Source: an optimization exercise on an open RTL-to-GDS flow (aim: a short achievable clock period and few clock cycles). Production flows keep margins and buffers that such runs may drop. In this exercise RTL edits were held to simulation tests only and were not proved equivalent to the original. Power and IR drop assume default switching activity.

===== design/flow/run.sh =====
#!/bin/bash
# synth_recipe.tcl (not shown) runs the flow's synth.tcl, then flattens the netlist and writes it again
# the make line also repeats each setting of config.mk as NAME=value (left out here)
make -C /OpenROAD-flow-scripts/flow DESIGN_CONFIG=/design/flow/config.mk WORK_HOME=/design/flow/orfs CLKGATE_MAP_FILE= SYNTH_SCRIPT=/design/flow/synth_recipe.tcl finish

===== design/flow/config.mk =====
export PLATFORM = sky130hd
export DESIGN_NAME = rv_top
export DESIGN_NICKNAME = rv_top
export VERILOG_FILES = /design/flow/design.v
export SDC_FILE = /design/flow/constraint.sdc
export NUM_CORES = 4
export LEC_CHECK = 0
export CAP_MARGIN = 20
export CORE_MARGIN = 2
export CORE_UTILIZATION = 40
export PLACE_DENSITY = 0.6
export SLEW_MARGIN = 20

===== design/flow/constraint.sdc =====
create_clock -name core_clock -period 11.0 [get_ports {clk}]
set_input_delay 2.2000 -clock core_clock [delete_from_list [all_inputs] [get_ports {clk}]]
set_output_delay 2.2000 -clock core_clock [all_outputs]
set_load 0.01 [all_outputs]

===== design/flow/design.v =====
 localparam
    LW      = 10'b0000011_010,
    SW      = 10'b0100011_010,
    ALU     = 10'b0110011_xxx,
    BEQ     = 10'b1100011_000,
    JAL     = 10'b1101111_xxx,
    ADDI    = 10'b0010011_000;
 localparam
    PC_ALU = 1'b1,
    PC_INC = 1'b0;
 localparam
    IMM_B   = 2'b00,
    IMM_J   = 2'b01,
    IMM_S   = 2'b10,
    IMM_L   = 2'b11;
 localparam
    ALUA_PCC = 2'b00,
    ALUA_REG = 2'b01,
    ALUA_ALUOUT = 2'b10;
 localparam
    ALUB_IMM = 2'b00,
    ALUB_REG = 2'b01,
    ALUB_ONE = 2'b10;
 localparam
    ALU_ADD = 4'b000_0,
    ALU_SUB = 4'b000_1,
    ALU_SLL = 4'b001_0,
    ALU_SLT = 4'b010_0,
    ALU_SLTU= 4'b011_0,
    ALU_XOR = 4'b100_0,
    ALU_SRL = 4'b101_0,
    ALU_SRA = 4'b101_1,
    ALU_OR  = 4'b110_0,
    ALU_AND = 4'b111_0;
 localparam
    WB_MDR      = 2'b00,
    WB_ALUOUT   = 2'b01,
    WB_PC       = 2'b10;
 module rv_dp
    #(parameter
        DPWIDTH = 32,
        RFSIZE  = 32
    )
 (
     output logic [DPWIDTH-1:0] imem_addr,
     output logic [DPWIDTH-1:0] dmem_addr,
     output logic [DPWIDTH-1:0] dmem_dataout,
     input logic [DPWIDTH-1:0] dmem_datain,
     input logic [DPWIDTH-1:0] imem_datain,
     output logic [DPWIDTH-1:0] instr,
     output logic zero,
     input logic pcsourse,
     input logic pcwrite,
     input logic pccen,
     input logic irwrite,
     input logic [1:0] wbsel,
     input logic regwen,
     input logic [1:0] immsel,
     input logic [1:0] asel,
     input logic [1:0] bsel,
     input logic [3:0] alusel,
     input logic mdrwrite,
     input logic memrw,
     input logic clk,
     input logic rst
 );
 localparam
    LW      = 10'b0000011_010,
    SW      = 10'b0100011_010,
    ALU     = 10'b0110011_xxx,
    BEQ     = 10'b1100011_000,
    JAL     = 10'b1101111_xxx,
    ADDI    = 10'b0010011_000;
 localparam
    PC_ALU = 1'b1,
    PC_INC = 1'b0;
 localparam
    IMM_B   = 2'b00,
    IMM_J   = 2'b01,
    IMM_S   = 2'b10,
    IMM_L   = 2'b11;
 localparam
    ALUA_PCC = 2'b00,
    ALUA_REG = 2'b01,
    ALUA_ALUOUT = 2'b10;
 localparam
    ALUB_IMM = 2'b00,
    ALUB_REG = 2'b01,
    ALUB_ONE = 2'b10;
 localparam
    ALU_ADD = 4'b000_0,
    ALU_SUB = 4'b000_1,
    ALU_SLL = 4'b001_0,
    ALU_SLT = 4'b010_0,
    ALU_SLTU= 4'b011_0,
    ALU_XOR = 4'b100_0,
    ALU_SRL = 4'b101_0,
    ALU_SRA = 4'b101_1,
    ALU_OR  = 4'b110_0,
    ALU_AND = 4'b111_0;
 localparam
    WB_MDR      = 2'b00,
    WB_ALUOUT   = 2'b01,
    WB_PC       = 2'b10;
 logic [DPWIDTH-1:0] pc, pcc, ir, a, b, aluout, mdr;
 logic [DPWIDTH-1:0] pc_next;
 always_comb
     if (rst)
         pc_next = 0;
     else if (pcwrite)
         pc_next = (pcsourse == PC_ALU) ? aluout : pc + 4;
     else
         pc_next = pc;
 always_ff @(posedge clk or posedge rst)
     if (rst)
         pc     <= 0;
     else
         pc     <= pc_next;
 assign imem_addr = pc_next;
 always_ff @(posedge clk or posedge rst)
     if (rst)
         pcc    <= 0;
     else if (pccen)
         pcc    <= pc;
 always_ff @(posedge clk or posedge rst)
     if (rst)
         ir     <= 0;
     else if (irwrite)
         ir     <= imem_datain;
 assign instr = ir;
 logic [DPWIDTH-1:0] datad;
 always_comb
    case (wbsel)
        WB_MDR:     datad = mdr;
        WB_ALUOUT:  datad = aluout;
        WB_PC:      datad = pc;
        default:    datad = pc;
    endcase
 logic [4:0] addra, addrb, addrd;
 assign addra = ir[19:15];
 assign addrb = ir[24:20];
 assign addrd = ir[11:7];
 logic [DPWIDTH-1:0] rf [RFSIZE-1:1];
 always_ff @(posedge clk)
     if (regwen && (addrd != 0))  
         rf[addrd]    <= datad;
 always_ff @(posedge clk or posedge rst)
     if (rst)
     begin
         a      <= 0;
         b      <= 0;
     end
     else
     begin
         a      <= (addra == 0) ? 0 : rf[addra];
         b      <= (addrb == 0) ? 0 : rf[addrb];
     end
 logic [DPWIDTH-1:0] imm;
 always_comb
 begin
     case(immsel)
         IMM_J: imm = {{12{ir[31]}},ir[19:12],ir[20],ir[30:21],1'b0};
         IMM_B: imm = {{20{ir[31]}},ir[7],ir[30:25],ir[11:8],1'b0};
         IMM_S: imm = {{21{ir[31]}},ir[30:25],ir[11:7]};
         IMM_L: imm = {{21{ir[31]}},ir[30:20]};
     endcase
 end
 logic [DPWIDTH-1:0] alu_a;
 always @* begin
 if (asel == ALUA_ALUOUT) 
    alu_a = aluout;
 else 
    alu_a = (asel == ALUA_REG) ? a : pcc;
 end
 logic [DPWIDTH-1:0] alu_b;
 always @* begin
 if (bsel == ALUB_ONE) 
    alu_b = 32'hFFFFFFFF;
 else
    alu_b = (bsel == ALUB_REG) ? b : imm;
 end
 integer alu_as;
 always_comb alu_as = alu_a;
 integer alu_bs;
 always_comb alu_bs = alu_b;
 logic [DPWIDTH-1:0] alu_result;
 always_comb
     case (alusel)
         ALU_ADD: alu_result = alu_a + alu_b;
         ALU_SUB: alu_result = alu_a - alu_b;
         ALU_SLL: alu_result = alu_a << alu_b;
         ALU_SLT: alu_result = (alu_as < alu_bs) ? 1 : 0;
         ALU_SLTU:alu_result = (alu_a < alu_b) ? 1 : 0;
         ALU_XOR: alu_result = alu_a ^ alu_b;
         ALU_SRL: alu_result = alu_a >> alu_b;
         ALU_SRA: alu_result = alu_a >>> alu_b;
         ALU_OR : alu_result = alu_a | alu_b;
         ALU_AND: alu_result = alu_a & alu_b;
         default: alu_result = alu_a + alu_b;
     endcase
 assign zero = (alu_result == 0);
 always_ff @(posedge clk or posedge rst)
     if (rst)
         aluout     <= 0;
     else
         aluout     <= alu_result;
 assign dmem_addr = memrw ? aluout : alu_result;
 assign dmem_dataout = b;
 always_ff @(posedge clk or posedge rst)
     if (rst)
         mdr    <= 0;
     else if (mdrwrite)
         mdr    <= dmem_datain;
endmodule
 module rv_ctl
 (
     output logic memrw,
     input logic [31:0] instr,
     input logic zero,
     output logic pcsourse,
     output logic pcwrite,
     output logic pccen,
     output logic irwrite,
     output logic [1:0] wbsel,
     output logic regwen,
     output logic [1:0] immsel,
     output logic [1:0] asel,
     output logic [1:0] bsel,
     output logic [3:0] alusel,
     output logic mdrwrite,
     input logic clk,
     input logic rst
 );
 localparam
    LW      = 10'b0000011_010,
    SW      = 10'b0100011_010,
    ALU     = 10'b0110011_xxx,
    BEQ     = 10'b1100011_000,
    JAL     = 10'b1101111_xxx,
    ADDI    = 10'b0010011_000;
 localparam
    PC_ALU = 1'b1,
    PC_INC = 1'b0;
 localparam
    IMM_B   = 2'b00,
    IMM_J   = 2'b01,
    IMM_S   = 2'b10,
    IMM_L   = 2'b11;
 localparam
    ALUA_PCC = 2'b00,
    ALUA_REG = 2'b01,
    ALUA_ALUOUT = 2'b10;
 localparam
    ALUB_IMM = 2'b00,
    ALUB_REG = 2'b01,
    ALUB_ONE = 2'b10;
 localparam
    ALU_ADD = 4'b000_0,
    ALU_SUB = 4'b000_1,
    ALU_SLL = 4'b001_0,
    ALU_SLT = 4'b010_0,
    ALU_SLTU= 4'b011_0,
    ALU_XOR = 4'b100_0,
    ALU_SRL = 4'b101_0,
    ALU_SRA = 4'b101_1,
    ALU_OR  = 4'b110_0,
    ALU_AND = 4'b111_0;
 localparam
    WB_MDR      = 2'b00,
    WB_ALUOUT   = 2'b01,
    WB_PC       = 2'b10;
 typedef enum{
    FETCH       = 0,
    DECODE      = 1,
    LSW_ADDR    = 2,
    LW_MEM      = 3,
    LW_WB       = 4,
    SW_MEM      = 5,
    RTYPE_ALU   = 6,
    RTYPE_WB    = 7,
    BEQ_EXEC    = 8,
    JAL_EXEC    = 9,
    ADDI_EXEC   = 10
	} sm_type;
sm_type current,next;
 logic [9:0] opcode_funct3;
 always_ff @(posedge clk or posedge rst)
     if (rst)            current <= FETCH;
     else                current <= next;
 assign opcode_funct3 = {instr[6:0], instr[14:12]};
 always_comb
 begin
    case (current)
        FETCH:
            next = DECODE;
        DECODE: begin
            casex (opcode_funct3)
                LW:     next = LSW_ADDR;
                SW:     next = LSW_ADDR;
                ALU:    next = RTYPE_ALU;
                BEQ:    next = BEQ_EXEC;
                JAL:    next = JAL_EXEC;
                ADDI :  next = LSW_ADDR;
                default:next = FETCH; 
            endcase
        end
        LSW_ADDR: begin
            casex (opcode_funct3)
                LW:     next = LW_MEM;
                SW:     next = SW_MEM;
                ADDI:   next = ADDI_EXEC;
                default:next = SW_MEM;
            endcase
        end
        ADDI_EXEC:
            next = RTYPE_WB;
        LW_MEM:
            next = LW_WB;
        LW_WB:
            next = FETCH;
        SW_MEM:
            next = FETCH;
        RTYPE_ALU:
            next = RTYPE_WB;
        RTYPE_WB:
            next = FETCH;
        BEQ_EXEC:
            next = FETCH;
        JAL_EXEC:
            next = FETCH;
        default:  
            next = FETCH;
    endcase
 end
 always_comb
 begin
    pcsourse = PC_INC;
    pcwrite = 1'b0;
    pccen = 1'b0;
    irwrite = 1'b0;
    wbsel = WB_PC;
    regwen = 1'b0;
    immsel = IMM_B;
    asel = ALUA_REG;
    bsel = ALUB_REG;
    alusel = ALU_ADD;
    mdrwrite = 1'b0;
    memrw = 1'b0;
    case (current)
        FETCH:
        begin
            pccen       = 1'b1;
            pcwrite     = 1'b1;
            irwrite     = 1'b1;
            pcsourse    = PC_INC;
        end
        DECODE: begin
            immsel      = IMM_B;
            asel        = ALUA_PCC;
            bsel        = ALUB_IMM;
            alusel      = ALU_ADD;
        end
        LSW_ADDR: begin
            if (opcode_funct3 == ADDI) begin
                immsel = IMM_L;
            end
            else begin
                immsel      = (opcode_funct3 == LW) ? IMM_L : IMM_S;
            end
            asel        = ALUA_REG;
            bsel        = ALUB_IMM;
            alusel      = ALU_ADD;
        end
        ADDI_EXEC: begin
            asel = ALUA_ALUOUT;
            bsel = ALUB_ONE;
            alusel = ALU_XOR;
        end
        LW_MEM:
            mdrwrite    = 1'b1;
        LW_WB: begin
            wbsel       = WB_MDR;
            regwen      = 1'b1;
        end
        SW_MEM:
            memrw       = 1'b1;
        RTYPE_ALU: begin
            asel        = ALUA_REG;
            bsel        = ALUB_REG;
            alusel      = {instr[14:12],instr[30]};  
        end
        RTYPE_WB: begin
            wbsel       = WB_ALUOUT;
            regwen      = 1'b1;
        end
        BEQ_EXEC: begin
            asel        = ALUA_REG;
            bsel        = ALUB_REG;
            alusel      = ALU_SUB;
            pcsourse    = PC_ALU;
            if (zero)
                pcwrite = 1'b1;
        end
        JAL_EXEC: begin
            asel        = ALUA_PCC;
            bsel        = ALUB_IMM;
            alusel      = ALU_ADD;
            pcsourse    = PC_ALU;
            pcwrite     = 1'b1;
            regwen      = 1'b1;
            wbsel       = WB_PC;
        end
    endcase
 end
endmodule
 module rv_top
    #(parameter
        DPWIDTH = 32,
        RFSIZE  = 32
    )
 (
     output logic [DPWIDTH-1:0] imem_addr,
     output logic [DPWIDTH-1:0] dmem_addr,
     output logic [DPWIDTH-1:0] dmem_dataout,
     output logic memrw,
     input logic [DPWIDTH-1:0] dmem_datain,
     input logic [DPWIDTH-1:0] imem_datain,
     input logic clk,
     input logic rst
 );
 logic [DPWIDTH-1:0] instr;
 logic zero;
 logic pcsourse;
 logic pcwrite;
 logic pccen;
 logic irwrite;
 logic [1:0] wbsel;
 logic regwen;
 logic [1:0] immsel;
 logic [1:0] asel;
 logic [1:0] bsel;
 logic [3:0] alusel;
 logic mdrwrite;
 rv_dp
    #(
        .DPWIDTH(DPWIDTH),
        .RFSIZE(RFSIZE)
    ) dp
 (
     .imem_addr(imem_addr),
     .dmem_addr(dmem_addr),
     .dmem_dataout(dmem_dataout),
     .dmem_datain(dmem_datain),
     .imem_datain(imem_datain),
     .instr(instr),
     .zero(zero),
     .pcsourse(pcsourse),
     .pcwrite(pcwrite),
     .pccen(pccen),
     .irwrite(irwrite),
     .wbsel(wbsel),
     .regwen(regwen),
     .immsel(immsel),
     .asel(asel),
     .bsel(bsel),
     .alusel(alusel),
     .mdrwrite(mdrwrite),
     .memrw(memrw),
     .clk(clk),
     .rst(rst)
 );
 rv_ctl ctl
 (
     .memrw(memrw),
     .instr(instr),
     .zero(zero),
     .pcsourse(pcsourse),
     .pcwrite(pcwrite),
     .pccen(pccen),
     .irwrite(irwrite),
     .wbsel(wbsel),
     .regwen(regwen),
     .immsel(immsel),
     .asel(asel),
     .bsel(bsel),
     .alusel(alusel),
     .mdrwrite(mdrwrite),
     .clk(clk),
     .rst(rst)
 );
 endmodule

==> flow_summary.ini <==
[run_status]
status = finished clean

[placement]
dp_hpwl_mm = 170
gp_congestion = 1.09
numPlacedInstances = 6899
port_buffers = 162
dpl_cell_area_sq_um = 70600
pre_cts_ws_ns = 0.843

[route]
drt_iter0_drc = 7030
via_per_inst = 6.64
drtPass1Iterations = 7
postRouteAntennaNets = 0
avgRoutedWirePerCell_microns = 36.3
vias = 47600
drcViolationCount = 0
routed_wl_mm = 260

[floorplanning]
io_pins = 163
dieWidth_microns = 410
core-area_sq_um = 163000
start_util_pct = 40.3
row_count = 148
die-height_microns = 410
die_area_sq_um = 168000

[yosys]
synth.distinct_cells = 101
synth.net_count = 4896
yosysMostFrequentCell = edfxtp_1
yosysSeqAreaShare_pct = 53.9
ys_warn_count = 2
synth_area_leaders = edfxtp_1 45%, mux4_2 19%, dfrtp_1 8.7%
synth-main-ff-cell = edfxtp_1
synth_edf_count = 992
synthArstFlopShare_pct = 18.7
synth_seq_cells = 1220
synth_common_cells = 992 x edfxtp_1, 560 x mux4_2, 446 x nor2_1
avgSynthCellArea_sq_um = 13.9
synth_area_sq_um = 65800
synth_top_area_share_pct = 45.3
synth_top_area_cell = edfxtp_1
syn_inst = 4731

[global_routing]
grt_pass1_wl_mm = 361
grt_use_total_pct = 30.6
grt_max_degree = 164
grt_antenna_before_repair = 13
gr-total-overflow = 0
grt_pass1_vias = 45800

[critical_path]
crit_type = flop to output pin
critPathRequiredTime_ns = 8.80
startpoint_type = flop
critPathArrivalTime_ns = 8.54
endpoint_kind = output pin
crit_fanout = 14

[timing]
slew_violations = 0
rsz0062_at_grt = false
setup_tns_ns = 0
fmax_mhz = 93.1
fin_crit_sh_pct = 97.7
fin_ws_ns = 0.257
finClkSkew_ns = 0.0413
period_needed_ns = 10.74
hold_viol = 0
slew_headroom_pct = 9.75
setup_viol = 0
tightest_slew_ns = 1.35

[pwr]
power_density_nw_per_um2 = 311
ir_worst_vdd_mv = 0.265
leakage_uw = 0.0266

[clock_tree]
holdBufCountCts = 0
clkTransAtPathRegs_ns = 0.06
clock_latency_ns = 0.81
cts_num_sinks = 1220
cts_root_buf = clkbuf_16
cts-buffers-inserted = 136
h-tree-depth = 4
clockBufferDepth = 3
cts_tree = done

[layout]
layout-area-overhead-vs-synth_pct = 14.9
final_cell_count_no_fill = 7164
design_area_sq_um = 75600
drive_above_1_share_pct = 24.5
layout.nets = 5043

[run]
drv_cap = 0

[worst_hold_path]
hp-class = flop to flop
path summary, 6_finish.rpt:
| check | slack, ns | startpoint | endpoint | cells after the start |
|---|---|---|---|---|
| max reg2reg | 3.68 | ctl.current[2]$_DFF_PP0_ | dp.pc[13]$_DFF_PP0_ | 23 |
| max in group asynchronous | 7.04 | rst | dp.ir[18]$_DFFE_PP0P_ | 5 |
| min reg2reg | 0.51 | dp.pcc[9]$_DFFE_PP0P_ | dp.pcc[9]$_DFFE_PP0P_ | 1 |
| min in group asynchronous | 1.71 | rst | dp.b[26]$_DFF_PP0_ | 3 |
| max | 0.26 | ctl.current[2]$_DFF_PP0_ | imem_addr[0] | 24 |
| min | 0.51 | dp.pcc[9]$_DFFE_PP0P_ | dp.pcc[9]$_DFFE_PP0P_ | 1 |
power breakdown:
group	internal (uW)	switching [uW]	total [uW]
Clock	2820	1960	4790
Combinational	4940	7660	12600
Sequential	5350	772	6120
sequential cells by signal, summed over array words and instances, names as in the netlist:
name,cells
dp.ir,32
ctl.current,4
dp.a,32
dp.pc,32
dp.aluout,32
dp.pcc,32
dp.mdr,32
dp.b,32
dp.rf,992
through the flow:
stage	util, %	power [uW]	hold WS, ns
finish	46.4	23500	0.509
global route	46.4	24300	0.528
CTS	46.2	23200	0.509
detailed placement	43.3	18400	0.496
global placement	43.3	18400	0.489
floorplan	-	13500	0.480
worst max-delay path, stage by stage, from the launching register on:
cell and delay [ns]:
dfrtp_2 0.49, buf_4 0.22, nor2b_1 0.15, a2111oi_1 0.89
nor2_1 0.11, buf_4 0.21, ha_1 0.41, or2_2 0.33
a221oi_1 0.52, nor3_1 0.12, or3b_2 0.58, a211oi_2 0.30
buf_4 0.18, o21ai_0 0.11, xnor2_1 0.16, nor2_1 0.05
or4_1 0.59, nor3_1 0.19, nand4_1 0.20, nor4_4 0.42
buf_4 0.37, o21ai_0 0.22, mux2i_1 0.19, nor2_1 0.17
clkdlybuf4s50_1 0.56
cell type report:
class,count,area (sq um)
clock buffers,188,3880
repair buffers,375,3420
fillers,14200,87500
well taps,2175,2720
multi-input cells,3024,28800
flip-flops and latches,1220,35500
clock inverters,60,812
inverters,121,469
diodes,1,2.50
metal layers:
layer	global-route usage, %	wire [microns]
met2	46.0	116000
met5	0	33
met4	13.1	12900
met3	7.58	28800
met1	42.3	102000
kinds of logic after synthesis:
logic type | Yosys count | share of synthesized area [%]
XOR/XNOR | 24 | 0.319
flip-flops | 1220 | 53.9
multiplexers | 855 | 23.8
adder cells (fa/ha/maj) | 99 | 1.91
AND/OR/NAND/NOR | 1147 | 8.02
buffers and inverters | 487 | 3.03
AO/OA/AOI/OAI | 899 | 8.95
cells in the final DEF, fill, tap and decap left out, types with 37 or more instances in the layout:
master,n
a21oi_1,266
a22oi_1,42
a31oi_1,37
buf_4,192
clkbuf_16,140
clkdlybuf4s50_1,159
dfrtp_1,216
edfxtp_1,992
ha_1,97
inv_1,116
mux2_2,100
mux2i_1,193
mux4_2,560
nand2_1,273
nand3_1,146
nor2_1,412
nor3_1,65
o21ai_0,131
o21ai_1,48
repair_timing:
item                                    4_1_cts  5_1_grt
buffers inserted                              0        8
endpoints found under the setup margin        2       32
pin swaps                                     0        2
gates resized for setup                       1       20
cloned                                        0        0
Testbench counts, summed over its fixed seeds: cycles 162,776.

-- re-timing with driven ports --
How much do the figures lean on ideal ports? The routed layout below was timed once more, with nothing changed but the port constraints. Step 1 (the two cells are an assumption about what drives the block):
set clk [get_ports {clk}]
set_driving_cell -lib_cell sky130_fd_sc_hd__clkbuf_16 $clk
set_driving_cell -lib_cell sky130_fd_sc_hd__buf_2 [delete_from_list [all_inputs] $clk]
Step 2 also shifts input and output timing later by t, the mid clock arrival at the registers, as if the neighbouring blocks saw the same clock. Three values: ideal, step 1, step 2; two values: the first two.
shift t [ns]: 0.877
setup WS [ns]: 0.257 / 0.166 / 1.044
worst setup path after step 2: register to output
worst slew at a driven data input, ns: 0.07
After both steps setup and hold are still met in this run. For this run, drivers alone change the setup slack by -0.091 ns; drivers and shift together by +0.787 ns.
